Context: an optimization exercise on an open-source flow, tuned for small area and a short achievable clock period. The choices shown serve that exercise and are no tape-out recipe. RTL that was checked went through simulation tests only; none was proved equivalent to the original. No activity file was given, so power comes from the tool's default toggle rates.

Design DALU, start of the top module:
module DALU(clk, rst, in_valid, instruction, out_valid, out);
==> flow/config.mk <==
export PLATFORM = sky130hd
export DESIGN_NAME = DALU
export DESIGN_NICKNAME = DALU
export VERILOG_FILES = /design/flow/design.v
export SDC_FILE = /design/flow/constraint.sdc
export NUM_CORES = 4
export LEC_CHECK = 0
export ABC_AREA = 1
export CAP_MARGIN = 20
export CORE_MARGIN = 2
export CORE_UTILIZATION = 40
export CTS_BUF_LIST = sky130_fd_sc_hd__clkbuf_8
export PLACE_DENSITY = 0.8
export SLEW_MARGIN = 20
export SYNTH_HIERARCHICAL = 1
export SYNTH_MINIMUM_KEEP_SIZE = 0
export BUFFER_PORTS_ARGS = -buffer_cell sky130_fd_sc_hd__buf_2
export SETUP_SLACK_MARGIN = 5.3
==> flow/constraint.sdc <==
create_clock -name core_clock -period 9.0 [get_ports {clk}]
set_input_delay 1.8000 -clock core_clock [delete_from_list [all_inputs] [get_ports {clk}]]
set_output_delay 1.8000 -clock core_clock [all_outputs]
set_load 0.01 [all_outputs]
standard.sh (not shown) runs the stock make flow with config.mk's settings and CLKGATE_MAP_FILE= SYNTH_SCRIPT=/design/flow/synth_recipe.tcl, a recipe that flattens the netlist after the stock synthesis.
==> flow/flow/run.sh <==
#!/bin/bash
# The standard layout, with the port buffers made of buf_2 cells instead of
# the resizer's default choice (a slow delay cell), and timing repair aiming
# at 5.3 ns of setup slack.
set -euo pipefail
echo 'export BUFFER_PORTS_ARGS = -buffer_cell sky130_fd_sc_hd__buf_2' >> config.mk
echo 'export SETUP_SLACK_MARGIN = 5.3' >> config.mk
bash standard.sh finish > flow.log 2>&1
Next try:
--- a/flow/design.v
+++ b/flow/design.v
@@ -376,33 +376,33 @@
 wire m134 = ~(x5 & y[5]);
 wire m135 = ~(x5 & y[6]);
 wire m136 = ~(x5 & y[7]);
 wire m137 = ~(x5 & y[8]);
 wire m138, m139;
 DALU_fa u_m138 (.a(f0), .b(m99), .c(m90), .s(m138), .co(m139));
 wire m140, m141;
 DALU_fa u_m140 (.a(m109), .b(m100), .c(m91), .s(m140), .co(m141));
 wire m142, m143;
-DALU_fa u_m142 (.a(m81), .b(m139), .c(m140), .s(m142), .co(m143));
+DALU_ha u_m142 (.a(m81), .b(m139), .s(m142), .co(m143));
 wire m144, m145;
 DALU_fa u_m144 (.a(m119), .b(m110), .c(m101), .s(m144), .co(m145));
 wire m146, m147;
 DALU_fa u_m146 (.a(m92), .b(m82), .c(m141), .s(m146), .co(m147));
 wire m148, m149;
-DALU_fa u_m148 (.a(m144), .b(m143), .c(m146), .s(m148), .co(m149));
+DALU_ha u_m148 (.a(m144), .b(m143), .s(m148), .co(m149));
 wire m150 = ~(m129 ^ m120);
 wire m151 = m129 | m120;
 wire m152, m153;
 DALU_fa u_m152 (.a(m111), .b(m102), .c(m93), .s(m152), .co(m153));
 wire m154, m155;
 DALU_fa u_m154 (.a(m150), .b(m83), .c(m145), .s(m154), .co(m155));
 wire m156, m157;
-DALU_fa u_m156 (.a(m152), .b(m147), .c(m154), .s(m156), .co(m157));
+DALU_fa u_m156 (.a(m149), .b(m152), .c(m147), .s(m156), .co(m157));
 wire m158, m159;
 DALU_fa u_m158 (.a(m130), .b(m121), .c(m112), .s(m158), .co(m159));
 wire m160, m161;
 DALU_fa u_m160 (.a(m103), .b(m151), .c(m94), .s(m160), .co(m161));
 wire m162, m163;
 DALU_fa u_m162 (.a(m84), .b(m158), .c(m153), .s(m162), .co(m163));
 wire m164, m165;
 DALU_fa u_m164 (.a(m155), .b(m160), .c(m162), .s(m164), .co(m165));
 wire m166, m167;
@@ -450,23 +450,23 @@
 wire m208, m209;
 DALU_fa u_m208 (.a(m128), .b(m137), .c(m205), .s(m208), .co(m209));
 wire m210, m211;
 DALU_ha u_m210 (.a(e0), .b(m78), .s(m210), .co(m211));
 wire m212, m213;
 DALU_fa u_m212 (.a(m89), .b(m79), .c(m211), .s(m212), .co(m213));
 wire m214, m215;
 DALU_fa u_m214 (.a(m80), .b(m138), .c(m213), .s(m214), .co(m215));
 wire m216, m217;
-DALU_ha u_m216 (.a(m142), .b(m215), .s(m216), .co(m217));
+DALU_fa u_m216 (.a(m140), .b(m142), .c(m215), .s(m216), .co(m217));
 wire m218, m219;
-DALU_ha u_m218 (.a(m148), .b(m217), .s(m218), .co(m219));
+DALU_fa u_m218 (.a(m148), .b(m146), .c(m217), .s(m218), .co(m219));
 wire m220, m221;
-DALU_fa u_m220 (.a(m149), .b(m156), .c(m219), .s(m220), .co(m221));
+DALU_fa u_m220 (.a(m154), .b(m156), .c(m219), .s(m220), .co(m221));
 wire [7:0] phi;
 wire o0, o1;
 DALU_ha u_o0 (.a(pa0), .b(pb0), .s(o0), .co(o1));
 wire o2, o3;
 DALU_ha u_o2 (.a(pa1), .b(pb1), .s(o2), .co(o3));
 wire o4, o5;
 DALU_ha u_o4 (.a(pa2), .b(pb2), .s(o4), .co(o5));
 wire o6, o7;
 DALU_ha u_o6 (.a(pa3), .b(pb3), .s(o6), .co(o7));
After rerunning:
- The new run finished with timing, DRC and antenna clean
- clock skew increases by 0.0079 ns
- register-to-register slack gets worse by 0.05 ns
- final area increases slightly
- total power hardly moves
- hold slack gets worse by 0.0046 ns
- core utilization increases by 0.23 points
- die area stays the same
- via count increases slightly
The RTL of the second run of this note was laid out without a check of its function.

[static timing again, ports no longer ideal]
The flow's constraints put no driver on any port. The routed layouts listed below were extracted and timed again, unchanged, in two steps.
Step 1: set_driving_cell puts a clkbuf_16 on clk and a buf_2 on each other input, an assumption about the parent block.
Step 2 moves the port delays by t, midway between the first and last clock arrival at a register: inputs arrive t later, outputs are due t later. That takes back most of the time a late clock gives input paths.
a / b / c = ideal / step 1 / step 2; a / b = the first two.
run | shift t [ns] | slack for setup (ns) | hold WS [ns] | slew at the worst register clock pin (ns) | worst data-port slew with drivers (ns)
the first run | 0.346 | 5.395 / 5.364 / 5.082 | 0.415 / 0.415 / 0.415 | 0.10 / 0.10 | 0.03
the second run | 0.344 | 5.399 / 5.389 / 5.067 | 0.410 / 0.410 / 0.410 | 0.11 / 0.11 | 0.03
After both steps every run listed still meets setup and hold. For the second run, which loses most, drivers alone change the setup slack by -0.010 ns; drivers and shift together by -0.332 ns.
